Background: an optimization exercise with open tools, aiming at small area. Do not read the settings as production practice. In this exercise RTL edits were held to simulation tests only and were not proved equivalent to the original. In this run the design's own scripts or RTL, not TritonCTS, make the clock network. The flow treats the clock pin as an ideal source. Dropping or thinning the clock tree relies on that and would not hold on a real chip.

<file path="flow/config.mk">
export PLATFORM = sky130hd
export DESIGN_NAME = fir_filter
export DESIGN_NICKNAME = fir_filter
export VERILOG_FILES = /design/flow/design.v
export SDC_FILE = /design/flow/constraint.sdc
export NUM_CORES = 4
export LEC_CHECK = 0
export CAP_MARGIN = 0
export CORE_MARGIN = 2
export CORE_UTILIZATION = 72
export GPL_TIMING_DRIVEN = 0
export SLEW_MARGIN = 0
export SYNTH_HIERARCHICAL = 1
</file>
<file path="flow/constraint.sdc">
create_clock -name core_clock -period 13.0 [get_ports {clk}]
set_input_delay 2.6000 -clock core_clock [delete_from_list [all_inputs] [get_ports {clk}]]
set_output_delay 2.6000 -clock core_clock [all_outputs]
set_load 0.01 [all_outputs]
</file>
<file path="flow/design.v">
module fir_filter(clk,reset,data_in,data_out);
input clk,reset;
input signed [15:0] data_in;  
output reg signed [15:0] data_out;  
reg [15:0] x0, x1, x2, x3, x4, x5, x6, x7;
wire [15:0] y;
always @(posedge clk or posedge reset)
  if (reset) begin
    x0 <= 0; x1 <= 0; x2 <= 0; x3 <= 0;
    x4 <= 0; x5 <= 0; x6 <= 0; x7 <= 0;
    data_out <= 0;
  end else begin
    x0 <= data_in; x1 <= x0; x2 <= x1; x3 <= x2;
    x4 <= x3; x5 <= x4; x6 <= x5; x7 <= x6;
    data_out <= y;
  end
  wire n1 = x1[0] ^ x6[0];
  wire n2 = x1[0] & x6[0];
  wire n3, n4;
  fir_fa u_n3 (.a(x1[1]), .b(x6[1]), .c(n2), .s(n3), .co(n4));
  wire n5, n6;
  fir_fa u_n5 (.a(x1[2]), .b(x6[2]), .c(n4), .s(n5), .co(n6));
  wire n7, n8;
  fir_fa u_n7 (.a(x1[3]), .b(x6[3]), .c(n6), .s(n7), .co(n8));
  wire n9, n10;
  fir_fa u_n9 (.a(x1[4]), .b(x6[4]), .c(n8), .s(n9), .co(n10));
  wire n11, n12;
  fir_fa u_n11 (.a(x1[5]), .b(x6[5]), .c(n10), .s(n11), .co(n12));
  wire n13, n14;
  fir_fa u_n13 (.a(x1[6]), .b(x6[6]), .c(n12), .s(n13), .co(n14));
  wire n15, n16;
  fir_fa u_n15 (.a(x1[7]), .b(x6[7]), .c(n14), .s(n15), .co(n16));
  wire n17, n18;
  fir_fa u_n17 (.a(x1[8]), .b(x6[8]), .c(n16), .s(n17), .co(n18));
  wire n19, n20;
  fir_fa u_n19 (.a(x1[9]), .b(x6[9]), .c(n18), .s(n19), .co(n20));
  wire n21, n22;
  fir_fa u_n21 (.a(x1[10]), .b(x6[10]), .c(n20), .s(n21), .co(n22));
  wire n23, n24;
  fir_fa u_n23 (.a(x1[11]), .b(x6[11]), .c(n22), .s(n23), .co(n24));
  wire n25, n26;
  fir_fa u_n25 (.a(x1[12]), .b(x6[12]), .c(n24), .s(n25), .co(n26));
  wire n27, n28;
  fir_fa u_n27 (.a(x1[13]), .b(x6[13]), .c(n26), .s(n27), .co(n28));
  wire n29, n30;
  fir_fa u_n29 (.a(x1[14]), .b(x6[14]), .c(n28), .s(n29), .co(n30));
  wire n31, n32;
  fir_fa u_n31 (.a(x1[15]), .b(x6[15]), .c(~n30), .s(n31), .co(n32));
  wire n33 = 1'b1 ^ x2[0] ^ x5[0];
  wire n34 = (1'b1 & x2[0]) | (1'b1 & x5[0]) | (x2[0] & x5[0]);
  wire n35, n36;
  fir_fa u_n35 (.a(x2[1]), .b(x5[1]), .c(n34), .s(n35), .co(n36));
  wire n37, n38;
  fir_fa u_n37 (.a(x2[2]), .b(x5[2]), .c(n36), .s(n37), .co(n38));
  wire n39, n40;
  fir_fa u_n39 (.a(x2[3]), .b(x5[3]), .c(n38), .s(n39), .co(n40));
  wire n41, n42;
  fir_fa u_n41 (.a(x2[4]), .b(x5[4]), .c(n40), .s(n41), .co(n42));
  wire n43, n44;
  fir_fa u_n43 (.a(x2[5]), .b(x5[5]), .c(n42), .s(n43), .co(n44));
  wire n45, n46;
  fir_fa u_n45 (.a(x2[6]), .b(x5[6]), .c(n44), .s(n45), .co(n46));
  wire n47, n48;
  fir_fa u_n47 (.a(x2[7]), .b(x5[7]), .c(n46), .s(n47), .co(n48));
  wire n49, n50;
  fir_fa u_n49 (.a(x2[8]), .b(x5[8]), .c(n48), .s(n49), .co(n50));
  wire n51, n52;
  fir_fa u_n51 (.a(x2[9]), .b(x5[9]), .c(n50), .s(n51), .co(n52));
  wire n53, n54;
  fir_fa u_n53 (.a(x2[10]), .b(x5[10]), .c(n52), .s(n53), .co(n54));
  wire n55, n56;
  fir_fa u_n55 (.a(x2[11]), .b(x5[11]), .c(n54), .s(n55), .co(n56));
  wire n57, n58;
  fir_fa u_n57 (.a(x2[12]), .b(x5[12]), .c(n56), .s(n57), .co(n58));
  wire n59, n60;
  fir_fa u_n59 (.a(x2[13]), .b(x5[13]), .c(n58), .s(n59), .co(n60));
  wire n61, n62;
  fir_fa u_n61 (.a(x2[14]), .b(x5[14]), .c(n60), .s(n61), .co(n62));
  wire n63, n64;
  fir_fa u_n63 (.a(x2[15]), .b(x5[15]), .c(~n62), .s(n63), .co(n64));
  wire n65 = x3[0] ^ x4[0];
  wire n66 = x3[0] & x4[0];
  wire n67, n68;
  fir_fa u_n67 (.a(x3[1]), .b(x4[1]), .c(n66), .s(n67), .co(n68));
  wire n69, n70;
  fir_fa u_n69 (.a(x3[2]), .b(x4[2]), .c(n68), .s(n69), .co(n70));
  wire n71, n72;
  fir_fa u_n71 (.a(x3[3]), .b(x4[3]), .c(n70), .s(n71), .co(n72));
  wire n73, n74;
  fir_fa u_n73 (.a(x3[4]), .b(x4[4]), .c(n72), .s(n73), .co(n74));
  wire n75, n76;
  fir_fa u_n75 (.a(x3[5]), .b(x4[5]), .c(n74), .s(n75), .co(n76));
  wire n77, n78;
  fir_fa u_n77 (.a(x3[6]), .b(x4[6]), .c(n76), .s(n77), .co(n78));
  wire n79, n80;
  fir_fa u_n79 (.a(x3[7]), .b(x4[7]), .c(n78), .s(n79), .co(n80));
  wire n81, n82;
  fir_fa u_n81 (.a(x3[8]), .b(x4[8]), .c(n80), .s(n81), .co(n82));
  wire n83, n84;
  fir_fa u_n83 (.a(x3[9]), .b(x4[9]), .c(n82), .s(n83), .co(n84));
  wire n85, n86;
  fir_fa u_n85 (.a(x3[10]), .b(x4[10]), .c(n84), .s(n85), .co(n86));
  wire n87, n88;
  fir_fa u_n87 (.a(x3[11]), .b(x4[11]), .c(n86), .s(n87), .co(n88));
  wire n89, n90;
  fir_fa u_n89 (.a(x3[12]), .b(x4[12]), .c(n88), .s(n89), .co(n90));
  wire n91, n92;
  fir_fa u_n91 (.a(x3[13]), .b(x4[13]), .c(n90), .s(n91), .co(n92));
  wire n93, n94;
  fir_fa u_n93 (.a(x3[14]), .b(x4[14]), .c(n92), .s(n93), .co(n94));
  wire n95, n96;
  fir_fa u_n95 (.a(x3[15]), .b(x4[15]), .c(~n94), .s(n95), .co(n96));
  wire n97 = ~x0[0] ^ n33;
  wire n98 = ~x0[0] & n33;
  wire n99, n100;
  fir_fa u_n99 (.a(~x0[1]), .b(n98), .c(n35), .s(n99), .co(n100));
  wire n101, n102;
  fir_fa u_n101 (.a(~x0[2]), .b(n37), .c(n100), .s(n101), .co(n102));
  wire n103, n104;
  fir_fa u_n103 (.a(~x0[3]), .b(n39), .c(n102), .s(n103), .co(n104));
  wire n105, n106;
  fir_fa u_n105 (.a(~x0[4]), .b(n41), .c(n104), .s(n105), .co(n106));
  wire n107, n108;
  fir_fa u_n107 (.a(~x0[5]), .b(n43), .c(n106), .s(n107), .co(n108));
  wire n109, n110;
  fir_fa u_n109 (.a(~x0[6]), .b(n45), .c(n108), .s(n109), .co(n110));
  wire n111, n112;
  fir_fa u_n111 (.a(~x0[7]), .b(n47), .c(n110), .s(n111), .co(n112));
  wire n113, n114;
  fir_fa u_n113 (.a(~x0[8]), .b(n49), .c(n112), .s(n113), .co(n114));
  wire n115, n116;
  fir_fa u_n115 (.a(~x0[9]), .b(n51), .c(n114), .s(n115), .co(n116));
  wire n117, n118;
  fir_fa u_n117 (.a(~x0[10]), .b(n53), .c(n116), .s(n117), .co(n118));
  wire n119, n120;
  fir_fa u_n119 (.a(~x0[11]), .b(n55), .c(n118), .s(n119), .co(n120));
  wire n121, n122;
  fir_fa u_n121 (.a(~x0[12]), .b(n57), .c(n120), .s(n121), .co(n122));
  wire n123, n124;
  fir_fa u_n123 (.a(~x0[13]), .b(n59), .c(n122), .s(n123), .co(n124));
  wire n125, n126;
  fir_fa u_n125 (.a(~x0[14]), .b(n61), .c(n124), .s(n125), .co(n126));
  wire n127, n128;
  fir_fa u_n127 (.a(x0[15]), .b(~n63), .c(n126), .s(n127), .co(n128));
  wire n129 = ~n64 ^ n128;
  wire n130 = ~n64 & n128;
  wire n131 = x0[3] ^ n1;
  wire n132 = x0[3] & n1;
  wire n133, n134;
  fir_fa u_n133 (.a(x0[4]), .b(n132), .c(n3), .s(n133), .co(n134));
  wire n135, n136;
  fir_fa u_n135 (.a(x0[5]), .b(n5), .c(n134), .s(n135), .co(n136));
  wire n137, n138;
  fir_fa u_n137 (.a(x0[6]), .b(n7), .c(n136), .s(n137), .co(n138));
  wire n139, n140;
  fir_fa u_n139 (.a(x0[7]), .b(n9), .c(n138), .s(n139), .co(n140));
  wire n141, n142;
  fir_fa u_n141 (.a(x0[8]), .b(n11), .c(n140), .s(n141), .co(n142));
  wire n143, n144;
  fir_fa u_n143 (.a(x0[9]), .b(n13), .c(n142), .s(n143), .co(n144));
  wire n145, n146;
  fir_fa u_n145 (.a(x0[10]), .b(n15), .c(n144), .s(n145), .co(n146));
  wire n147, n148;
  fir_fa u_n147 (.a(x0[11]), .b(n17), .c(n146), .s(n147), .co(n148));
  wire n149, n150;
  fir_fa u_n149 (.a(x0[12]), .b(n19), .c(n148), .s(n149), .co(n150));
  wire n151, n152;
  fir_fa u_n151 (.a(x0[13]), .b(n21), .c(n150), .s(n151), .co(n152));
  wire n153, n154;
  fir_fa u_n153 (.a(x0[14]), .b(n23), .c(n152), .s(n153), .co(n154));
  wire n155, n156;
  fir_fa u_n155 (.a(~x0[15]), .b(n25), .c(n154), .s(n155), .co(n156));
  wire n157 = n27 ^ n156;
  wire n158 = n27 & n156;
  wire n159 = n158 ^ n29;
  wire n160 = n158 & n29;
  wire n161 = n160 ^ ~n31;
  wire n162 = n160 & ~n31;
  wire n163 = ~n32 ^ n162;
  wire n164 = ~n32 & n162;
  wire n165 = 1'b1 ^ x7[0] ^ n3;
  wire n166 = (1'b1 & x7[0]) | (1'b1 & n3) | (x7[0] & n3);
  wire n167, n168;
  fir_fa u_n167 (.a(x7[1]), .b(n5), .c(n166), .s(n167), .co(n168));
  wire n169, n170;
  fir_fa u_n169 (.a(x7[2]), .b(n7), .c(n168), .s(n169), .co(n170));
  wire n171, n172;
  fir_fa u_n171 (.a(x7[3]), .b(n9), .c(n170), .s(n171), .co(n172));
  wire n173, n174;
  fir_fa u_n173 (.a(x7[4]), .b(n11), .c(n172), .s(n173), .co(n174));
  wire n175, n176;
  fir_fa u_n175 (.a(x7[5]), .b(n13), .c(n174), .s(n175), .co(n176));
  wire n177, n178;
  fir_fa u_n177 (.a(x7[6]), .b(n15), .c(n176), .s(n177), .co(n178));
  wire n179, n180;
  fir_fa u_n179 (.a(x7[7]), .b(n17), .c(n178), .s(n179), .co(n180));
  wire n181, n182;
  fir_fa u_n181 (.a(x7[8]), .b(n19), .c(n180), .s(n181), .co(n182));
  wire n183, n184;
  fir_fa u_n183 (.a(x7[9]), .b(n21), .c(n182), .s(n183), .co(n184));
  wire n185, n186;
  fir_fa u_n185 (.a(x7[10]), .b(n23), .c(n184), .s(n185), .co(n186));
  wire n187, n188;
  fir_fa u_n187 (.a(x7[11]), .b(n25), .c(n186), .s(n187), .co(n188));
  wire n189, n190;
  fir_fa u_n189 (.a(x7[12]), .b(n27), .c(n188), .s(n189), .co(n190));
  wire n191, n192;
  fir_fa u_n191 (.a(x7[13]), .b(n29), .c(n190), .s(n191), .co(n192));
  wire n193, n194;
  fir_fa u_n193 (.a(x7[14]), .b(n192), .c(~n31), .s(n193), .co(n194));
  wire n195, n196;
  fir_fa u_n195 (.a(x7[15]), .b(n32), .c(~n194), .s(n195), .co(n196));
  wire n197 = 1'b1 ^ x7[0] ^ n97;
  wire n198 = (1'b1 & x7[0]) | (1'b1 & n97) | (x7[0] & n97);
  wire n199, n200;
  fir_fa u_n199 (.a(x7[1]), .b(n198), .c(n99), .s(n199), .co(n200));
  wire n201, n202;
  fir_fa u_n201 (.a(x7[2]), .b(n200), .c(n101), .s(n201), .co(n202));
  wire n203, n204;
  fir_fa u_n203 (.a(x7[3]), .b(n202), .c(n103), .s(n203), .co(n204));
  wire n205, n206;
  fir_fa u_n205 (.a(x7[4]), .b(n204), .c(n105), .s(n205), .co(n206));
  wire n207, n208;
  fir_fa u_n207 (.a(x7[5]), .b(n206), .c(n107), .s(n207), .co(n208));
  wire n209, n210;
  fir_fa u_n209 (.a(x7[6]), .b(n208), .c(n109), .s(n209), .co(n210));
  wire n211, n212;
  fir_fa u_n211 (.a(x7[7]), .b(n210), .c(n111), .s(n211), .co(n212));
  wire n213, n214;
  fir_fa u_n213 (.a(x7[8]), .b(n212), .c(n113), .s(n213), .co(n214));
  wire n215, n216;
  fir_fa u_n215 (.a(x7[9]), .b(n214), .c(n115), .s(n215), .co(n216));
  wire n217, n218;
  fir_fa u_n217 (.a(x7[10]), .b(n216), .c(n117), .s(n217), .co(n218));
  wire n219, n220;
  fir_fa u_n219 (.a(x7[11]), .b(n218), .c(n119), .s(n219), .co(n220));
  wire n221, n222;
  fir_fa u_n221 (.a(x7[12]), .b(n220), .c(n121), .s(n221), .co(n222));
  wire n223, n224;
  fir_fa u_n223 (.a(x7[13]), .b(n222), .c(n123), .s(n223), .co(n224));
  wire n225, n226;
  fir_fa u_n225 (.a(x7[14]), .b(n224), .c(n125), .s(n225), .co(n226));
  wire n227, n228;
  fir_fa u_n227 (.a(~x7[15]), .b(n226), .c(n127), .s(n227), .co(n228));
  wire n229 = n65 ^ n99;
  wire n230 = n65 & n99;
  wire n231, n232;
  fir_fa u_n231 (.a(n67), .b(n230), .c(n101), .s(n231), .co(n232));
  wire n233, n234;
  fir_fa u_n233 (.a(n69), .b(n232), .c(n103), .s(n233), .co(n234));
  wire n235, n236;
  fir_fa u_n235 (.a(n71), .b(n234), .c(n105), .s(n235), .co(n236));
  wire n237, n238;
  fir_fa u_n237 (.a(n73), .b(n236), .c(n107), .s(n237), .co(n238));
  wire n239, n240;
  fir_fa u_n239 (.a(n75), .b(n238), .c(n109), .s(n239), .co(n240));
  wire n241, n242;
  fir_fa u_n241 (.a(n77), .b(n240), .c(n111), .s(n241), .co(n242));
  wire n243, n244;
  fir_fa u_n243 (.a(n79), .b(n242), .c(n113), .s(n243), .co(n244));
  wire n245, n246;
  fir_fa u_n245 (.a(n81), .b(n244), .c(n115), .s(n245), .co(n246));
  wire n247, n248;
  fir_fa u_n247 (.a(n83), .b(n246), .c(n117), .s(n247), .co(n248));
  wire n249, n250;
  fir_fa u_n249 (.a(n85), .b(n248), .c(n119), .s(n249), .co(n250));
  wire n251, n252;
  fir_fa u_n251 (.a(n87), .b(n250), .c(n121), .s(n251), .co(n252));
  wire n253, n254;
  fir_fa u_n253 (.a(n89), .b(n252), .c(n123), .s(n253), .co(n254));
  wire n255, n256;
  fir_fa u_n255 (.a(n91), .b(n254), .c(n125), .s(n255), .co(n256));
  wire n257, n258;
  fir_fa u_n257 (.a(n93), .b(n256), .c(n127), .s(n257), .co(n258));
  wire n259, n260;
  fir_fa u_n259 (.a(~n95), .b(n129), .c(n258), .s(n259), .co(n260));
  wire n261, n262;
  fir_fa u_n261 (.a(~n96), .b(n130), .c(n260), .s(n261), .co(n262));
  wire n263 = 1'b1 ^ x0[0] ^ n201;
  wire n264 = (1'b1 & x0[0]) | (1'b1 & n201) | (x0[0] & n201);
  wire n265, n266;
  fir_fa u_n265 (.a(x0[1]), .b(n264), .c(n203), .s(n265), .co(n266));
  wire n267, n268;
  fir_fa u_n267 (.a(x0[2]), .b(n266), .c(n205), .s(n267), .co(n268));
  wire n269, n270;
  fir_fa u_n269 (.a(n131), .b(n268), .c(n207), .s(n269), .co(n270));
  wire n271, n272;
  fir_fa u_n271 (.a(n133), .b(n270), .c(n209), .s(n271), .co(n272));
  wire n273, n274;
  fir_fa u_n273 (.a(n135), .b(n272), .c(n211), .s(n273), .co(n274));
  wire n275, n276;
  fir_fa u_n275 (.a(n137), .b(n274), .c(n213), .s(n275), .co(n276));
  wire n277, n278;
  fir_fa u_n277 (.a(n139), .b(n276), .c(n215), .s(n277), .co(n278));
  wire n279, n280;
  fir_fa u_n279 (.a(n141), .b(n278), .c(n217), .s(n279), .co(n280));
  wire n281, n282;
  fir_fa u_n281 (.a(n143), .b(n280), .c(n219), .s(n281), .co(n282));
  wire n283 = n145 ^ n221;
  wire n284 = n145 & n221;
  wire n285, n286;
  fir_fa u_n285 (.a(n147), .b(n284), .c(n223), .s(n285), .co(n286));
  wire n287, n288;
  fir_fa u_n287 (.a(n149), .b(n286), .c(n225), .s(n287), .co(n288));
  wire n289, n290;
  fir_fa u_n289 (.a(n151), .b(n288), .c(n227), .s(n289), .co(n290));
  wire n291, n292;
  fir_fa u_n291 (.a(n153), .b(n129), .c(n228), .s(n291), .co(n292));
  wire n293 = n290 ^ n291;
  wire n294 = n290 & n291;
  wire n295, n296;
  fir_fa u_n295 (.a(n155), .b(n130), .c(n292), .s(n295), .co(n296));
  wire n297 = n294 ^ n295;
  wire n298 = n294 & n295;
  wire n299 = ~(n1 | n199);
  wire n300, n301;
  fir_fa u_n300 (.a(n97), .b(n165), .c(~n299), .s(n300), .co(n301));
  wire n302 = ~(n300 | n263);
  wire n303 = 1'b0 ^ x0[0] ^ n167;
  wire n304 = (1'b0 & x0[0]) | (1'b0 & n167) | (x0[0] & n167);
  wire n305, n306;
  fir_fa u_n305 (.a(n229), .b(n303), .c(n301), .s(n305), .co(n306));
  wire n307 = (~n302 & n305) | (~n302 & n265) | (n305 & n265);
  wire n308, n309;
  fir_fa u_n308 (.a(x0[1]), .b(~n65), .c(n1), .s(n308), .co(n309));
  wire n310, n311;
  fir_fa u_n310 (.a(n308), .b(n304), .c(n169), .s(n310), .co(n311));
  wire n312, n313;
  fir_fa u_n312 (.a(n231), .b(n310), .c(n306), .s(n312), .co(n313));
  wire n314 = (n312 & n267) | (n312 & n307) | (n267 & n307);
  wire n315, n316;
  fir_fa u_n315 (.a(x0[2]), .b(~n67), .c(n309), .s(n315), .co(n316));
  wire n317, n318;
  fir_fa u_n317 (.a(n165), .b(n197), .c(n315), .s(n317), .co(n318));
  wire n319, n320;
  fir_fa u_n319 (.a(n317), .b(n171), .c(n311), .s(n319), .co(n320));
  wire n321, n322;
  fir_fa u_n321 (.a(n233), .b(n319), .c(n313), .s(n321), .co(n322));
  wire n323 = (n321 & n314) | (n321 & n269) | (n314 & n269);
  wire n324, n325;
  fir_fa u_n324 (.a(n131), .b(~n69), .c(n316), .s(n324), .co(n325));
  wire n326, n327;
  fir_fa u_n326 (.a(n167), .b(n318), .c(n324), .s(n326), .co(n327));
  wire n328, n329;
  fir_fa u_n328 (.a(n199), .b(n326), .c(n173), .s(n328), .co(n329));
  wire n330, n331;
  fir_fa u_n330 (.a(n320), .b(n328), .c(n235), .s(n330), .co(n331));
  wire n332, n333;
  fir_fa u_n332 (.a(n322), .b(n330), .c(n323), .s(n332), .co(n333));
  wire n334 = ~(n271 | n332);
  wire n335, n336;
  fir_fa u_n335 (.a(n133), .b(~n71), .c(n325), .s(n335), .co(n336));
  wire n337, n338;
  fir_fa u_n337 (.a(n169), .b(n327), .c(n335), .s(n337), .co(n338));
  wire n339, n340;
  fir_fa u_n339 (.a(n337), .b(n263), .c(n175), .s(n339), .co(n340));
  wire n341, n342;
  fir_fa u_n341 (.a(n329), .b(n339), .c(n331), .s(n341), .co(n342));
  wire n343, n344;
  fir_fa u_n343 (.a(n237), .b(n341), .c(n333), .s(n343), .co(n344));
  wire n345 = (n273 & ~n334) | (n273 & n343) | (~n334 & n343);
  wire n346, n347;
  fir_fa u_n346 (.a(n1), .b(n135), .c(~n73), .s(n346), .co(n347));
  wire n348, n349;
  fir_fa u_n348 (.a(n336), .b(n346), .c(n171), .s(n348), .co(n349));
  wire n350, n351;
  fir_fa u_n350 (.a(n338), .b(n348), .c(n265), .s(n350), .co(n351));
  wire n352, n353;
  fir_fa u_n352 (.a(n340), .b(n177), .c(n350), .s(n352), .co(n353));
  wire n354, n355;
  fir_fa u_n354 (.a(n342), .b(n239), .c(n352), .s(n354), .co(n355));
  wire n356, n357;
  fir_fa u_n356 (.a(n354), .b(n344), .c(n275), .s(n356), .co(n357));
  wire n358 = ~(n345 | n356);
  wire n359, n360;
  fir_fa u_n359 (.a(n165), .b(n137), .c(n347), .s(n359), .co(n360));
  wire n361, n362;
  fir_fa u_n361 (.a(n359), .b(n349), .c(n173), .s(n361), .co(n362));
  wire n363, n364;
  fir_fa u_n363 (.a(n361), .b(n351), .c(n267), .s(n363), .co(n364));
  wire n365, n366;
  fir_fa u_n365 (.a(n179), .b(n353), .c(n363), .s(n365), .co(n366));
  wire n367, n368;
  fir_fa u_n367 (.a(n241), .b(n355), .c(n365), .s(n367), .co(n368));
  wire n369, n370;
  fir_fa u_n369 (.a(n367), .b(n357), .c(n277), .s(n369), .co(n370));
  wire n371 = (n75 & n358) | (n75 & ~n369) | (n358 & ~n369);
  wire n372 = 1'b1 ^ n97 ^ ~n167;
  wire n373 = (1'b1 & n97) | (1'b1 & ~n167) | (n97 & ~n167);
  wire n374, n375;
  fir_fa u_n374 (.a(n372), .b(~n139), .c(n77), .s(n374), .co(n375));
  wire n376, n377;
  fir_fa u_n376 (.a(n360), .b(n175), .c(n362), .s(n376), .co(n377));
  wire n378, n379;
  fir_fa u_n378 (.a(n376), .b(n364), .c(n269), .s(n378), .co(n379));
  wire n380, n381;
  fir_fa u_n380 (.a(n181), .b(n366), .c(n378), .s(n380), .co(n381));
  wire n382, n383;
  fir_fa u_n382 (.a(n243), .b(n368), .c(n380), .s(n382), .co(n383));
  wire n384, n385;
  fir_fa u_n384 (.a(n382), .b(n370), .c(n279), .s(n384), .co(n385));
  wire n386 = (n374 & n371) | (n374 & ~n384) | (n371 & ~n384);
  wire n387, n388;
  fir_fa u_n387 (.a(n229), .b(~n169), .c(n373), .s(n387), .co(n388));
  wire n389, n390;
  fir_fa u_n389 (.a(n387), .b(n79), .c(n375), .s(n389), .co(n390));
  wire n391, n392;
  fir_fa u_n391 (.a(n141), .b(n177), .c(n377), .s(n391), .co(n392));
  wire n393, n394;
  fir_fa u_n393 (.a(n391), .b(n379), .c(n271), .s(n393), .co(n394));
  wire n395, n396;
  fir_fa u_n395 (.a(n183), .b(n381), .c(n393), .s(n395), .co(n396));
  wire n397, n398;
  fir_fa u_n397 (.a(n245), .b(n383), .c(n395), .s(n397), .co(n398));
  wire n399, n400;
  fir_fa u_n399 (.a(n397), .b(n385), .c(n281), .s(n399), .co(n400));
  wire n401 = (n389 & n386) | (n389 & ~n399) | (n386 & ~n399);
  wire n402 = 1'b0 ^ n1 ^ n97;
  wire n403 = (1'b0 & n1) | (1'b0 & n97) | (n1 & n97);
  wire n404, n405;
  fir_fa u_n404 (.a(n402), .b(n171), .c(~n231), .s(n404), .co(n405));
  wire n406, n407;
  fir_fa u_n406 (.a(~n388), .b(n404), .c(n143), .s(n406), .co(n407));
  wire n408, n409;
  fir_fa u_n408 (.a(n81), .b(n390), .c(~n406), .s(n408), .co(n409));
  wire n410, n411;
  fir_fa u_n410 (.a(n179), .b(n392), .c(~n408), .s(n410), .co(n411));
  wire n412, n413;
  fir_fa u_n412 (.a(n410), .b(n394), .c(n273), .s(n412), .co(n413));
  wire n414, n415;
  fir_fa u_n414 (.a(n185), .b(n396), .c(n412), .s(n414), .co(n415));
  wire n416, n417;
  fir_fa u_n416 (.a(n247), .b(n398), .c(n414), .s(n416), .co(n417));
  wire n418, n419;
  fir_fa u_n418 (.a(n416), .b(n282), .c(n283), .s(n418), .co(n419));
  wire n420 = (n400 & n418) | (n400 & ~n401) | (n418 & ~n401);
  wire n421 = 1'b0 ^ n403 ^ n165;
  wire n422 = (1'b0 & n403) | (1'b0 & n165) | (n403 & n165);
  wire n423, n424;
  fir_fa u_n423 (.a(n421), .b(n229), .c(n173), .s(n423), .co(n424));
  wire n425, n426;
  fir_fa u_n425 (.a(~n233), .b(n405), .c(n423), .s(n425), .co(n426));
  wire n427, n428;
  fir_fa u_n427 (.a(n145), .b(n407), .c(~n83), .s(n427), .co(n428));
  wire n429, n430;
  fir_fa u_n429 (.a(n425), .b(n427), .c(n181), .s(n429), .co(n430));
  wire n431, n432;
  fir_fa u_n431 (.a(~n409), .b(n411), .c(n429), .s(n431), .co(n432));
  wire n433, n434;
  fir_fa u_n433 (.a(n431), .b(n413), .c(n187), .s(n433), .co(n434));
  wire n435, n436;
  fir_fa u_n435 (.a(n275), .b(n415), .c(n433), .s(n435), .co(n436));
  wire n437, n438;
  fir_fa u_n437 (.a(n249), .b(n417), .c(n435), .s(n437), .co(n438));
  wire n439, n440;
  fir_fa u_n439 (.a(n437), .b(n419), .c(n285), .s(n439), .co(n440));
  wire n441 = ~(n439 | n420);
  wire n442, n443;
  fir_fa u_n442 (.a(~n97), .b(n167), .c(n422), .s(n442), .co(n443));
  wire n444, n445;
  fir_fa u_n444 (.a(n442), .b(n231), .c(n175), .s(n444), .co(n445));
  wire n446, n447;
  fir_fa u_n446 (.a(n424), .b(n444), .c(n426), .s(n446), .co(n447));
  wire n448, n449;
  fir_fa u_n448 (.a(n235), .b(~n147), .c(n85), .s(n448), .co(n449));
  wire n450, n451;
  fir_fa u_n450 (.a(n428), .b(n446), .c(n183), .s(n450), .co(n451));
  wire n452, n453;
  fir_fa u_n452 (.a(n430), .b(n450), .c(n432), .s(n452), .co(n453));
  wire n454, n455;
  fir_fa u_n454 (.a(n452), .b(n189), .c(n434), .s(n454), .co(n455));
  wire n456, n457;
  fir_fa u_n456 (.a(n277), .b(n436), .c(n454), .s(n456), .co(n457));
  wire n458, n459;
  fir_fa u_n458 (.a(n438), .b(n456), .c(n251), .s(n458), .co(n459));
  wire n460, n461;
  fir_fa u_n460 (.a(n458), .b(n440), .c(n287), .s(n460), .co(n461));
  wire n462 = (n448 & n441) | (n448 & ~n460) | (n441 & ~n460);
  wire n463, n464;
  fir_fa u_n463 (.a(~n229), .b(n169), .c(n443), .s(n463), .co(n464));
  wire n465, n466;
  fir_fa u_n465 (.a(n463), .b(n233), .c(n445), .s(n465), .co(n466));
  wire n467, n468;
  fir_fa u_n467 (.a(n177), .b(n465), .c(n447), .s(n467), .co(n468));
  wire n469, n470;
  fir_fa u_n469 (.a(n237), .b(n87), .c(n449), .s(n469), .co(n470));
  wire n471, n472;
  fir_fa u_n471 (.a(n149), .b(n467), .c(n185), .s(n471), .co(n472));
  wire n473, n474;
  fir_fa u_n473 (.a(n451), .b(n471), .c(n453), .s(n473), .co(n474));
  wire n475, n476;
  fir_fa u_n475 (.a(n473), .b(n191), .c(n455), .s(n475), .co(n476));
  wire n477, n478;
  fir_fa u_n477 (.a(n279), .b(n457), .c(n475), .s(n477), .co(n478));
  wire n479, n480;
  fir_fa u_n479 (.a(n477), .b(n459), .c(n253), .s(n479), .co(n480));
  wire n481, n482;
  fir_fa u_n481 (.a(~n469), .b(n479), .c(n461), .s(n481), .co(n482));
  wire n483, n484;
  fir_fa u_n483 (.a(n289), .b(~n462), .c(n481), .s(n483), .co(n484));
  wire n485, n486;
  fir_fa u_n485 (.a(n171), .b(~n231), .c(n464), .s(n485), .co(n486));
  wire n487, n488;
  fir_fa u_n487 (.a(n485), .b(n235), .c(n466), .s(n487), .co(n488));
  wire n489, n490;
  fir_fa u_n489 (.a(n179), .b(n487), .c(n468), .s(n489), .co(n490));
  wire n491, n492;
  fir_fa u_n491 (.a(n239), .b(n89), .c(n470), .s(n491), .co(n492));
  wire n493, n494;
  fir_fa u_n493 (.a(n151), .b(n489), .c(n187), .s(n493), .co(n494));
  wire n495, n496;
  fir_fa u_n495 (.a(n472), .b(n493), .c(n474), .s(n495), .co(n496));
  wire n497, n498;
  fir_fa u_n497 (.a(~n491), .b(n495), .c(n476), .s(n497), .co(n498));
  wire n499, n500;
  fir_fa u_n499 (.a(n193), .b(n281), .c(n478), .s(n499), .co(n500));
  wire n501, n502;
  fir_fa u_n501 (.a(n497), .b(n499), .c(n480), .s(n501), .co(n502));
  wire n503, n504;
  fir_fa u_n503 (.a(n255), .b(n501), .c(n293), .s(n503), .co(n504));
  wire n505, n506;
  fir_fa u_n505 (.a(n482), .b(n503), .c(n484), .s(n505), .co(n506));
  wire n507, n508;
  fir_fa u_n507 (.a(n173), .b(~n233), .c(n486), .s(n507), .co(n508));
  wire n509, n510;
  fir_fa u_n509 (.a(n507), .b(n237), .c(n488), .s(n509), .co(n510));
  wire n511, n512;
  fir_fa u_n511 (.a(n181), .b(n509), .c(n490), .s(n511), .co(n512));
  wire n513, n514;
  fir_fa u_n513 (.a(n241), .b(n91), .c(n492), .s(n513), .co(n514));
  wire n515, n516;
  fir_fa u_n515 (.a(n153), .b(n511), .c(n189), .s(n515), .co(n516));
  wire n517, n518;
  fir_fa u_n517 (.a(n494), .b(n515), .c(n496), .s(n517), .co(n518));
  wire n519, n520;
  fir_fa u_n519 (.a(~n513), .b(n282), .c(n517), .s(n519), .co(n520));
  wire n521, n522;
  fir_fa u_n521 (.a(n283), .b(n498), .c(~n195), .s(n521), .co(n522));
  wire n523, n524;
  fir_fa u_n523 (.a(n519), .b(n500), .c(n521), .s(n523), .co(n524));
  wire n525, n526;
  fir_fa u_n525 (.a(n502), .b(n257), .c(n523), .s(n525), .co(n526));
  wire n527, n528;
  fir_fa u_n527 (.a(n525), .b(n297), .c(n504), .s(n527), .co(n528));
  wire n529, n530;
  fir_fa u_n529 (.a(n175), .b(~n235), .c(n508), .s(n529), .co(n530));
  wire n531, n532;
  fir_fa u_n531 (.a(n529), .b(n239), .c(n510), .s(n531), .co(n532));
  wire n533, n534;
  fir_fa u_n533 (.a(n183), .b(n531), .c(n512), .s(n533), .co(n534));
  wire n535, n536;
  fir_fa u_n535 (.a(n243), .b(n93), .c(n514), .s(n535), .co(n536));
  wire n537, n538;
  fir_fa u_n537 (.a(n155), .b(n157), .c(n533), .s(n537), .co(n538));
  wire n539, n540;
  fir_fa u_n539 (.a(n191), .b(n516), .c(n537), .s(n539), .co(n540));
  wire n541, n542;
  fir_fa u_n541 (.a(~n535), .b(n539), .c(n518), .s(n541), .co(n542));
  wire n543, n544;
  fir_fa u_n543 (.a(~n196), .b(n520), .c(n541), .s(n543), .co(n544));
  wire n545, n546;
  fir_fa u_n545 (.a(n522), .b(n285), .c(n543), .s(n545), .co(n546));
  wire n547, n548;
  fir_fa u_n547 (.a(n524), .b(n545), .c(n526), .s(n547), .co(n548));
  wire n549, n550;
  fir_fa u_n549 (.a(n259), .b(n296), .c(n547), .s(n549), .co(n550));
  wire n551, n552;
  fir_fa u_n551 (.a(n298), .b(n549), .c(n528), .s(n551), .co(n552));
  wire n553 = 1'b0 ^ n177 ^ n530;
  wire n554 = (1'b0 & n177) | (1'b0 & n530) | (n177 & n530);
  wire n555, n556;
  fir_fa u_n555 (.a(~n237), .b(n553), .c(n241), .s(n555), .co(n556));
  wire n557, n558;
  fir_fa u_n557 (.a(n532), .b(n185), .c(n555), .s(n557), .co(n558));
  wire n559, n560;
  fir_fa u_n559 (.a(n157), .b(n534), .c(n557), .s(n559), .co(n560));
  wire n561, n562;
  fir_fa u_n561 (.a(n159), .b(n95), .c(n538), .s(n561), .co(n562));
  wire n563, n564;
  fir_fa u_n563 (.a(n245), .b(n536), .c(~n559), .s(n563), .co(n564));
  wire n565, n566;
  fir_fa u_n565 (.a(n540), .b(n561), .c(n193), .s(n565), .co(n566));
  wire n567, n568;
  fir_fa u_n567 (.a(~n563), .b(n542), .c(n565), .s(n567), .co(n568));
  wire n569, n570;
  fir_fa u_n569 (.a(n544), .b(n567), .c(n287), .s(n569), .co(n570));
  wire n571, n572;
  fir_fa u_n571 (.a(n546), .b(n569), .c(n548), .s(n571), .co(n572));
  wire n573, n574;
  fir_fa u_n573 (.a(n261), .b(n550), .c(n571), .s(n573), .co(n574));
  wire n575 = 1'b0 ^ n179 ^ n554;
  wire n576 = (1'b0 & n179) | (1'b0 & n554) | (n179 & n554);
  wire n577, n578;
  fir_fa u_n577 (.a(n575), .b(n243), .c(n556), .s(n577), .co(n578));
  wire n579, n580;
  fir_fa u_n579 (.a(n187), .b(n558), .c(n577), .s(n579), .co(n580));
  wire n581, n582;
  fir_fa u_n581 (.a(~n239), .b(n159), .c(n96), .s(n581), .co(n582));
  wire n583, n584;
  fir_fa u_n583 (.a(~n247), .b(n560), .c(n579), .s(n583), .co(n584));
  wire n585, n586;
  fir_fa u_n585 (.a(n161), .b(n581), .c(n562), .s(n585), .co(n586));
  wire n587, n588;
  fir_fa u_n587 (.a(~n564), .b(n583), .c(n585), .s(n587), .co(n588));
  wire n589, n590;
  fir_fa u_n589 (.a(n566), .b(~n195), .c(n587), .s(n589), .co(n590));
  wire n591, n592;
  fir_fa u_n591 (.a(n568), .b(n589), .c(n570), .s(n591), .co(n592));
  wire n593, n594;
  fir_fa u_n593 (.a(n289), .b(n262), .c(n591), .s(n593), .co(n594));
  wire n595, n596;
  fir_fa u_n595 (.a(n572), .b(n593), .c(n574), .s(n595), .co(n596));
  wire n597, n598;
  fir_fa u_n597 (.a(n181), .b(n576), .c(~n241), .s(n597), .co(n598));
  wire n599, n600;
  fir_fa u_n599 (.a(n597), .b(n578), .c(n245), .s(n599), .co(n600));
  wire n601, n602;
  fir_fa u_n601 (.a(n189), .b(n580), .c(n599), .s(n601), .co(n602));
  wire n603, n604;
  fir_fa u_n603 (.a(n161), .b(n582), .c(~n249), .s(n603), .co(n604));
  wire n605, n606;
  fir_fa u_n605 (.a(n584), .b(n601), .c(n163), .s(n605), .co(n606));
  wire n607, n608;
  fir_fa u_n607 (.a(n586), .b(n603), .c(n605), .s(n607), .co(n608));
  wire n609, n610;
  fir_fa u_n609 (.a(~n196), .b(n588), .c(n607), .s(n609), .co(n610));
  wire n611, n612;
  fir_fa u_n611 (.a(n590), .b(n609), .c(n293), .s(n611), .co(n612));
  wire n613, n614;
  fir_fa u_n613 (.a(n592), .b(n611), .c(n594), .s(n613), .co(n614));
  wire n615, n616;
  fir_fa u_n615 (.a(n183), .b(~n243), .c(n598), .s(n615), .co(n616));
  wire n617, n618;
  fir_fa u_n617 (.a(n615), .b(n600), .c(n247), .s(n617), .co(n618));
  wire n619, n620;
  fir_fa u_n619 (.a(n191), .b(n602), .c(n617), .s(n619), .co(n620));
  wire n621, n622;
  fir_fa u_n621 (.a(n164), .b(n163), .c(n604), .s(n621), .co(n622));
  wire n623, n624;
  fir_fa u_n623 (.a(~n251), .b(n619), .c(n606), .s(n623), .co(n624));
  wire n625, n626;
  fir_fa u_n625 (.a(n621), .b(n608), .c(n623), .s(n625), .co(n626));
  wire n627, n628;
  fir_fa u_n627 (.a(n625), .b(n610), .c(n297), .s(n627), .co(n628));
  wire n629, n630;
  fir_fa u_n629 (.a(n612), .b(n627), .c(n614), .s(n629), .co(n630));
  wire n631, n632;
  fir_fa u_n631 (.a(n185), .b(~n245), .c(n616), .s(n631), .co(n632));
  wire n633, n634;
  fir_fa u_n633 (.a(n157), .b(n631), .c(n618), .s(n633), .co(n634));
  wire n635, n636;
  fir_fa u_n635 (.a(n249), .b(n164), .c(n193), .s(n635), .co(n636));
  wire n637, n638;
  fir_fa u_n637 (.a(n620), .b(n633), .c(n635), .s(n637), .co(n638));
  wire n639, n640;
  fir_fa u_n639 (.a(n622), .b(~n253), .c(n624), .s(n639), .co(n640));
  wire n641, n642;
  fir_fa u_n641 (.a(n637), .b(n626), .c(n639), .s(n641), .co(n642));
  wire n643, n644;
  fir_fa u_n643 (.a(n641), .b(n296), .c(n298), .s(n643), .co(n644));
  wire n645, n646;
  fir_fa u_n645 (.a(n628), .b(n643), .c(n630), .s(n645), .co(n646));
  wire n647, n648;
  fir_fa u_n647 (.a(n187), .b(n159), .c(n632), .s(n647), .co(n648));
  wire n649, n650;
  fir_fa u_n649 (.a(~n247), .b(n647), .c(n634), .s(n649), .co(n650));
  wire n651, n652;
  fir_fa u_n651 (.a(n251), .b(n636), .c(~n195), .s(n651), .co(n652));
  wire n653, n654;
  fir_fa u_n653 (.a(n649), .b(n638), .c(n651), .s(n653), .co(n654));
  wire n655, n656;
  fir_fa u_n655 (.a(~n255), .b(n640), .c(n653), .s(n655), .co(n656));
  wire n657, n658;
  fir_fa u_n657 (.a(n642), .b(n655), .c(n644), .s(n657), .co(n658));
  wire n659 = 1'b0 ^ n189 ^ n648;
  wire n660 = (1'b0 & n189) | (1'b0 & n648) | (n189 & n648);
  wire n661, n662;
  fir_fa u_n661 (.a(n161), .b(~n249), .c(n659), .s(n661), .co(n662));
  wire n663, n664;
  fir_fa u_n663 (.a(~n196), .b(n650), .c(n253), .s(n663), .co(n664));
  wire n665, n666;
  fir_fa u_n665 (.a(n661), .b(n652), .c(n663), .s(n665), .co(n666));
  wire n667, n668;
  fir_fa u_n667 (.a(n654), .b(~n257), .c(n665), .s(n667), .co(n668));
  wire n669, n670;
  fir_fa u_n669 (.a(n656), .b(n667), .c(n658), .s(n669), .co(n670));
  wire n671, n672;
  fir_fa u_n671 (.a(n191), .b(n163), .c(n660), .s(n671), .co(n672));
  wire n673, n674;
  fir_fa u_n673 (.a(~n251), .b(n671), .c(n662), .s(n673), .co(n674));
  wire n675, n676;
  fir_fa u_n675 (.a(n255), .b(n664), .c(n673), .s(n675), .co(n676));
  wire n677, n678;
  fir_fa u_n677 (.a(n666), .b(n675), .c(~n259), .s(n677), .co(n678));
  wire n679, n680;
  fir_fa u_n679 (.a(n668), .b(n677), .c(n670), .s(n679), .co(n680));
  wire n681 = 1'b0 ^ n164 ^ n193;
  wire n682 = (1'b0 & n164) | (1'b0 & n193) | (n164 & n193);
  wire n683, n684;
  fir_fa u_n683 (.a(n672), .b(n681), .c(~n253), .s(n683), .co(n684));
  wire n685, n686;
  fir_fa u_n685 (.a(n674), .b(n683), .c(n257), .s(n685), .co(n686));
  wire n687, n688;
  fir_fa u_n687 (.a(n676), .b(n685), .c(n678), .s(n687), .co(n688));
  wire n689, n690;
  fir_fa u_n689 (.a(~n261), .b(n687), .c(n680), .s(n689), .co(n690));
  wire n691 = 1'b1 ^ ~n682 ^ n195;
  wire n692 = (1'b1 & ~n682) | (1'b1 & n195) | (~n682 & n195);
  wire n693, n694;
  fir_fa u_n693 (.a(n691), .b(n255), .c(~n684), .s(n693), .co(n694));
  wire n695, n696;
  fir_fa u_n695 (.a(~n693), .b(n686), .c(n259), .s(n695), .co(n696));
  wire n697, n698;
  fir_fa u_n697 (.a(~n262), .b(n695), .c(n688), .s(n697), .co(n698));
  wire n699, n700;
  fir_fa u_n699 (.a(n196), .b(n692), .c(n257), .s(n699), .co(n700));
  wire n701, n702;
  fir_fa u_n701 (.a(n694), .b(n699), .c(~n261), .s(n701), .co(n702));
  wire n703, n704;
  fir_fa u_n703 (.a(n696), .b(~n701), .c(n698), .s(n703), .co(n704));
  wire n705 = n700 ^ n259 ^ ~n262;
  wire n706 = n702 ^ n705 ^ ~n704;
  wire n707 = n506 ^ n527;
  wire n708 = ~(n506 | n527);
  wire n709 = ~n551 ^ n708;
  wire n710 = ~n551 & n708;
  wire n711, n712;
  fir_fa u_n711 (.a(n552), .b(n573), .c(~n710), .s(n711), .co(n712));
  wire n713 = n595 ^ n712;
  wire n714 = ~(n595 | n712);
  wire n715, n716;
  fir_fa u_n715 (.a(n596), .b(n613), .c(~n714), .s(n715), .co(n716));
  wire n717 = n629 ^ n716;
  wire n718 = ~(n629 | n716);
  wire n719 = ~n645 ^ n718;
  wire n720 = ~n645 & n718;
  wire n721 = n646 ^ n657;
  wire n722 = ~(n646 | n657);
  wire n723 = ~n669 ^ n722;
  wire n724 = ~n669 & n722;
  wire n725 = ~n679 ^ n724;
  wire n726 = ~n679 & n724;
  wire n727 = ~n689 ^ n726;
  wire n728 = ~n689 & n726;
  wire n729, n730;
  fir_fa u_n729 (.a(n690), .b(n697), .c(~n728), .s(n729), .co(n730));
  wire n731 = n703 ^ n730;
  wire n732 = ~(n703 | n730);
  wire n733 = n706 ^ n732;
  wire n734 = n646 ^ n657 ^ 1'b0;
  wire n735 = (n646 & n657) | (n646 & 1'b0) | (n657 & 1'b0);
  wire n736 = n669 ^ n735;
  wire n737 = ~(n669 | n735);
  wire n738 = ~n679 ^ n737;
  wire n739 = ~n679 & n737;
  wire n740 = ~n689 ^ n739;
  wire n741 = ~n689 & n739;
  wire n742, n743;
  fir_fa u_n742 (.a(n690), .b(n697), .c(~n741), .s(n742), .co(n743));
  wire n744 = n703 ^ n743;
  wire n745 = ~(n703 | n743);
  wire n746 = n706 ^ n745;
  wire n747 = n720 ? ~n734 : n721;
  wire n748 = n720 ? n736 : n723;
  wire n749 = n720 ? n738 : n725;
  wire n750 = n720 ? n740 : n727;
  wire n751 = n720 ? n742 : n729;
  wire n752 = n720 ? n744 : n731;
  wire n753 = n720 ? n746 : n733;
  assign y = {n753, n752, ~n751, n750, n749, n748, n747, n719, n717, ~n715, n713, ~n711, n709, n707, ~n505, ~n483};
endmodule
module fir_fa(a, b, c, s, co);
input a, b, c;
output s, co;
assign s = a ^ b ^ c;
assign co = (a & b) | (a & c) | (b & c);
endmodule
</file>
<file path="flow/flow/run.sh">
#!/bin/bash
# The standard layout (bash standard.sh) with these changes:
#  - port buffers (one per input and output port, as standard) use buf_1 cells;
#  - after clock tree synthesis, its tree is replaced (POST_CTS_TCL hook) by a
#    two-level tree (flow/mantree.tcl, flow/rebuild.tcl): clk -> one clkbuf_8
#    -> 8 clkbuf_8 leaves, each driving the x* sample flip-flops of one
#    placement cluster; the 16 data_out flip-flops get their own leaf, fed
#    through two clkdlybuf4s50_1 cells.  That skew only helps the
#    register-to-register paths x* -> data_out (the filter arithmetic); the
#    input paths (data_in -> x0) see the normal clock and the output paths
#    (data_out -> ports) only lose slack.
# standard.sh's output goes to standard_flow.log; ORFS's per-step logs stay in orfs/logs.
set -euo pipefail
FLOWDIR="$PWD/flow"
cat > "$PWD/post_cts.tcl" <<EOF
source $FLOWDIR/mantree.tcl
source $FLOWDIR/rebuild.tcl
clktree_rebuild 8 sky130_fd_sc_hd__clkbuf_8 sky130_fd_sc_hd__clkbuf_8 {data_out*} sky130_fd_sc_hd__clkdlybuf4s50_1 2
detailed_placement
check_placement -verbose
estimate_parasitics -placement
report_worst_slack -max
report_worst_slack -min
EOF
export POST_CTS_TCL="$PWD/post_cts.tcl"
# the timing repair that follows global routing runs with the final clock tree
export SKIP_CTS_REPAIR_TIMING=1
export BUFFER_PORTS_ARGS="-buffer_cell sky130_fd_sc_hd__buf_1"
export CTS_ARGS="-sink_clustering_enable -repair_clock_nets -buf_list sky130_fd_sc_hd__clkbuf_8 -dont_use_dummy_load"
bash standard.sh > standard_flow.log 2>&1
</file>
<file path="flow/flow/mantree.tcl">
# Build a two-level clock tree by hand: the clock port drives one root
# buffer, which drives NLEAF leaf buffers, each feeding the flip-flops of one
# k-means cluster (by placed location) directly.
proc mantree_build { nleaf leaf_cell root_cell {late_pat ""} {dly_cell ""} {ndly 0} } {
  set db [ord::get_db]
  set block [ord::get_db_block]
  set clknet [$block findNet clk]
  set sinks {}
  set late {}
  foreach it [$clknet getITerms] {
    if {$late_pat ne "" && [string match $late_pat [[$it getInst] getName]]} {
      lappend late $it
    } else {
      lappend sinks $it
    }
  }
  set pts {}
  foreach it $sinks {
    set b [[$it getInst] getBBox]
    lappend pts [list [expr {([$b xMin] + [$b xMax]) / 2}] [expr {([$b yMin] + [$b yMax]) / 2}]]
  }
  set n [llength $pts]
  # k-means, deterministic init: sinks sorted by x then split evenly
  set order [lsort -integer -indices [lmap p $pts {lindex $p 0}]]
  set cent {}
  for {set k 0} {$k < $nleaf} {incr k} {
    set i [lindex $order [expr {int(($k + 0.5) * $n / $nleaf)}]]
    lappend cent [lindex $pts $i]
  }
  set cap [expr {int(ceil(double($n) / $nleaf)) + 2}]
  for {set iter 0} {$iter < 30} {incr iter} {
    # capacity-limited assignment: closest sink-centroid pairs first
    set pairs {}
    for {set i 0} {$i < $n} {incr i} {
      set p [lindex $pts $i]
      for {set k 0} {$k < $nleaf} {incr k} {
        set c [lindex $cent $k]
        set d [expr {abs([lindex $p 0] - [lindex $c 0]) + abs([lindex $p 1] - [lindex $c 1])}]
        lappend pairs [list $d $i $k]
      }
    }
    set pairs [lsort -real -index 0 $pairs]
    set asg [lrepeat $n -1]
    set cnt [lrepeat $nleaf 0]
    foreach pr $pairs {
      lassign $pr d i k
      if {[lindex $asg $i] >= 0} continue
      if {[lindex $cnt $k] >= $cap} continue
      lset asg $i $k
      lset cnt $k [expr {[lindex $cnt $k] + 1}]
    }
    set newc {}
    for {set k 0} {$k < $nleaf} {incr k} {
      set sx 0; set sy 0; set m 0
      for {set i 0} {$i < $n} {incr i} {
        if {[lindex $asg $i] == $k} {
          set sx [expr {$sx + [lindex $pts $i 0]}]
          set sy [expr {$sy + [lindex $pts $i 1]}]
          incr m
        }
      }
      if {$m > 0} {
        lappend newc [list [expr {$sx / $m}] [expr {$sy / $m}]]
      } else {
        lappend newc [lindex $cent $k]
      }
    }
    set cent $newc
  }
  # root buffer at the centroid of the leaves
  set rx 0; set ry 0
  foreach c $cent { set rx [expr {$rx + [lindex $c 0]}]; set ry [expr {$ry + [lindex $c 1]}] }
  set rx [expr {$rx / $nleaf}]; set ry [expr {$ry / $nleaf}]
  set rmaster [$db findMaster $root_cell]
  set lmaster [$db findMaster $leaf_cell]
  set root [odb::dbInst_create $block $rmaster "clkroot_buf"]
  $root setLocation [expr {int($rx)}] [expr {int($ry)}]
  $root setPlacementStatus PLACED
  set rnet [odb::dbNet_create $block "clk_root"]
  $rnet setSigType CLOCK
  foreach it $sinks { $it disconnect }
  foreach it $late { $it disconnect }
  [$root findITerm A] connect $clknet
  [$root findITerm X] connect $rnet
  for {set k 0} {$k < $nleaf} {incr k} {
    set leaf [odb::dbInst_create $block $lmaster "clkleaf_buf_$k"]
    $leaf setLocation [expr {int([lindex $cent $k 0])}] [expr {int([lindex $cent $k 1])}]
    $leaf setPlacementStatus PLACED
    set lnet [odb::dbNet_create $block "clk_leaf_$k"]
    $lnet setSigType CLOCK
    [$leaf findITerm A] connect $rnet
    [$leaf findITerm X] connect $lnet
    for {set i 0} {$i < $n} {incr i} {
      if {[lindex $asg $i] == $k} {
        [lindex $sinks $i] connect $lnet
      }
    }
  }
  if {[llength $late] > 0} {
    # the late cluster: root net -> ndly delay cells -> one leaf buffer
    set lx 0; set ly 0
    foreach it $late {
      set b [[$it getInst] getBBox]
      set lx [expr {$lx + ([$b xMin] + [$b xMax]) / 2}]
      set ly [expr {$ly + ([$b yMin] + [$b yMax]) / 2}]
    }
    set lx [expr {int($lx / [llength $late])}]; set ly [expr {int($ly / [llength $late])}]
    set prev $rnet
    set dmaster [$db findMaster $dly_cell]
    for {set d 0} {$d < $ndly} {incr d} {
      set di [odb::dbInst_create $block $dmaster "clkdly_buf_$d"]
      $di setLocation $lx $ly
      $di setPlacementStatus PLACED
      set dn [odb::dbNet_create $block "clk_dly_$d"]
      $dn setSigType CLOCK
      [$di findITerm A] connect $prev
      [$di findITerm X] connect $dn
      set prev $dn
    }
    set leaf [odb::dbInst_create $block $lmaster "clkleaf_buf_late"]
    $leaf setLocation $lx $ly
    $leaf setPlacementStatus PLACED
    set lnet [odb::dbNet_create $block "clk_leaf_late"]
    $lnet setSigType CLOCK
    [$leaf findITerm A] connect $prev
    [$leaf findITerm X] connect $lnet
    foreach it $late { $it connect $lnet }
  }
  puts "mantree: $n sinks, $nleaf leaves, cluster sizes $cnt, late [llength $late] via $ndly $dly_cell"
}
</file>
<file path="flow/flow/rebuild.tcl">
# Replace the clock tree that clock_tree_synthesis built with a two-level
# tree (mantree.tcl): every flip-flop clock pin goes back on the clock net,
# the CTS buffers and their nets are removed, then the new tree is built.
proc clktree_rebuild { nleaf leaf_cell root_cell {late_pat ""} {dly_cell ""} {ndly 0} } {
  set block [ord::get_db_block]
  set clknet [$block findNet clk]
  set bufs {}
  foreach inst [$block getInsts] {
    if {[string match "clkbuf_*" [$inst getName]] && [string match "sky130_fd_sc_hd__clkbuf_*" [[$inst getMaster] getName]]} {
      lappend bufs $inst
    }
  }
  set nets {}
  foreach b $bufs {
    set onet [[$b findITerm X] getNet]
    if {$onet ne "NULL"} { lappend nets $onet }
  }
  foreach onet $nets {
    foreach it [$onet getITerms] {
      set inst [$it getInst]
      if {[lsearch -exact $bufs $inst] >= 0} continue
      $it disconnect
      $it connect $clknet
    }
  }
  foreach b $bufs { odb::dbInst_destroy $b }
  foreach onet $nets { odb::dbNet_destroy $onet }
  puts "clktree_rebuild: removed [llength $bufs] CTS buffers"
  mantree_build $nleaf $leaf_cell $root_cell $late_pat $dly_cell $ndly
}
</file>
<file path="flow/standard.sh">
#!/bin/bash
# synth_recipe.tcl (not shown) runs the flow's synth.tcl, then flattens the netlist and writes it again
# the make line also repeats each setting of config.mk as NAME=value (left out here)
make -C /OpenROAD-flow-scripts/flow DESIGN_CONFIG=/design/flow/config.mk WORK_HOME=/design/flow/orfs CLKGATE_MAP_FILE= SYNTH_SCRIPT=/design/flow/synth_recipe.tcl "${@:-finish}"
</file>
==> flow_metrics.env <==
export IMPL_place_inst=872
export IMPL_dr_pass1_iters=4
export IMPL_finalSetupViolations=0
export IMPL_period_share_pct=95.4
export IMPL_rsz0062_at_grt="false"
export IMPL_fin_setup_tns_ns=0
export IMPL_wl_met3_mm=1.24
export IMPL_path_class="reg -> reg"
export IMPL_drv_cap=0
export IMPL_status="timing/DRC/antenna clean"
export IMPL_hold_path_startpoint="x7[15]"
export IMPL_nets=1074
export IMPL_async_flop_share_pct=100
export IMPL_syn_area_per_cell_um2=17.2
export IMPL_hold_viol_final=0
export IMPL_timing_rr_end="data_out[15]"
export IMPL_coreArea_um2=15200
export IMPL_yosysWarnings=7
export IMPL_cts_sinks=144
export IMPL_routed_top_layer="met4"
export IMPL_ys_top_cells_by_count="fa_1 (323), dfrtp_1 (144), inv_1 (110)"
export IMPL_cp_end_kind="flip-flop"
export IMPL_wl_mm=19.7
export IMPL_fp_row_count=45
export IMPL_first_global_vias=6091
export IMPL_hold_depth=5
export IMPL_cp_required_ns=14.30
export IMPL_slowest_stage="fa_1"
export IMPL_cpPeakStageDelay_ns=0.77
export IMPL_grt_pass1_wl_mm=32.9
export IMPL_crit_fanout=5
export IMPL_grt_max_degree=77
export IMPL_crit_top_cell="fa_1"
export IMPL_ys_flop_type="dfrtp_1"
export IMPL_synthCells=650
export IMPL_clock_latency_ns=1.37
export IMPL_clkTransAtPathRegs_ns=0.10
export IMPL_pin_count=34
export IMPL_synth_cell_area_um2=11200
export IMPL_die_area_um2=16600
export IMPL_antenna_found_initial=0
export IMPL_grt_ovfl_total=0
export IMPL_io_buffers=33
export IMPL_synth_top_area_cell="fa_1"
export IMPL_drt_met1_wl_mm=8.70
export IMPL_post_route_min_period_ns=12.41
export IMPL_synth_cell_types=24
export IMPL_antenna_cells=0
export IMPL_syn_nets=1026
export IMPL_drtAntennaViolNets=0
export IMPL_r2r_slack_ns=0.59
export IMPL_ys_seq_area_share_pct=32.2
export IMPL_vias=5017
export IMPL_slew_headroom_pct=60.3
export IMPL_synth_edff_count=0
export IMPL_finClkSkew_ns=0.982
export IMPL_holdWs_ns=0.340
export IMPL_die_w_um=129
export IMPL_drcViolationCount=0
export IMPL_hp_class="reg -> reg"
export IMPL_synth_top_area_share_pct=57.7
export IMPL_place_hpwl_mm=17.7
export IMPL_worst_pin_slew_ns=0.595
export IMPL_drv_slew=0
export IMPL_fmax_mhz=80.6
export IMPL_final_util_pct=77.3
export IMPL_wl_met2_mm=9.47
export IMPL_synth_area_leaders="fa_1 (58%), dfrtp_1 (32%), ha_1 (3.9%)"
export IMPL_layout_cells_non_filler=884
export IMPL_avgViaCountPerCell=5.68
export IMPL_drt_wirelength_per_cell_um=22.3
export IMPL_synth_seq_cells=144
export IMPL_area_delta_synth_final_pct=4.90
export IMPL_yosysMostFrequentCell="fa_1"
export IMPL_timing_rr_start="x1[0]"
export IMPL_globalplace_congestion=0.962
export IMPL_placed_area_um2=11600
export IMPL_fin_area_um2=11800
export IMPL_start_kind="flip-flop"
export IMPL_crit_arrival_ns=13.70
export IMPL_drt_iter0_drc=272
export IMPL_initial_core_util_pct=73.7
export IMPL_drive_above_1_share_pct=2.44
export IMPL_die_h_um=129
export IMPL_worstRegToRegCells=40
export IMPL_hold_end="data_out[15]"
export IMPL_grtUsageTotal_pct=27.1
## per-module statistics from Yosys (local to each module, per instance)
module      times used  area, um2  flops+latches  cells
fir_filter           1       4740            144    327
fir_fa             323       20.0              0      1
## metal layers
layer | global-route usage (%) | up-vias
li1 | - | 2009
met3 | 4.99 | 24
met2 | 41.2 | 148
met4 | 4.09 | 0
met1 | 44.2 | 2836
met5 | 0 | -
## critical path: cells and delay by family, from the launching register on
family	cells	cell delay [ns]
buf+inv	6	0.41
mux	1	0.24
simple gates	1	0.10
fa+ha+maj	30	11.80
flops	1	0.38
xor+xnor	2	0.33
## state kept, by name, summed over array words and instances (netlist names)
| register | cells |
|---|---|
| x0 | 16 |
| x6 | 16 |
| x5 | 16 |
| x4 | 16 |
| x3 | 16 |
| x2 | 16 |
| x1 | 16 |
| data_out | 16 |
| x7 | 16 |
## worst max-delay path by stage
stage,startpoint,end,cells after the start
after floorplan,x1[0],data_out[15],40
after global placement,x1[0],data_out[15],40
after detailed placement,x1[0],data_out[15],40
after global routing,x1[0],data_out[15],40
final,x1[0],data_out[15],40
## logic make-up after synthesis
kind of cell,share of synthesized area [%]
AOI/OAI and AO/OA,0.659
xor gates and xnor gates,0.704
adders and majority gates,61.7
buffers and inverters,3.79
muxes,0.402
and+or+nand+nor,0.570
DFF,32.2
## metrics by stage
stage	setup WS (ns)
after floorplan	0.413
after global placement	-0.277
after detailed placement	-0.418
after global routing	0.142
final	0.594
## layout by cell type (no fill, tap or decap), types with 2 or more instances in the layout
cell             instances
ha_1                    35
mux2i_1                  2
inv_1                  109
a31oi_1                  2
xor2_1                   2
nand2_1                  4
clkdlybuf4s50_1          2
nand2b_1                 2
o22ai_1                  3
nor2_1                   3
buf_1                   33
dfrtp_1                144
nor2b_1                  2
xnor2_1                  7
fa_1                   323
clkbuf_8                10
## area by class of cell
cell class / instances / area, um2
Buffer: 13 / 169
Multi-Input combinational cell: 395 / 7180
Sequential cell: 144 / 3600
Tap cell: 188 / 235
Inverter: 110 / 418
Timing Repair Buffer: 34 / 151
Fill cell: 878 / 3450

-- afterwards: timing with drivers on the ports --
No port has a modelled driver above. Below, the same layout with a new extraction and two added sets of constraints. Step 1 assumes that a clkbuf_16 drives the clock port and a buf_2 every other input. Step 2, shift: input delay + t, output delay - t, t = (earliest + latest rising clock arrival at the registers) / 2. This alone moves slack from input paths to output paths. Three values: ideal, step 1, step 2; two values: the first two.
t, ns: 0.905
slack for setup (ns): 0.594 / 0.594 / 0.594
worst hold slack (ns): 0.340 / 0.340 / 0.340
latest minus earliest clock arrival (ns): 0.982 / 0.982
In this run the clock reaches the registers at very different times; t lies between them, and the last value is a rough guide only. For this run, drivers alone change the setup slack by 0.000 ns; drivers and shift together by 0.000 ns.
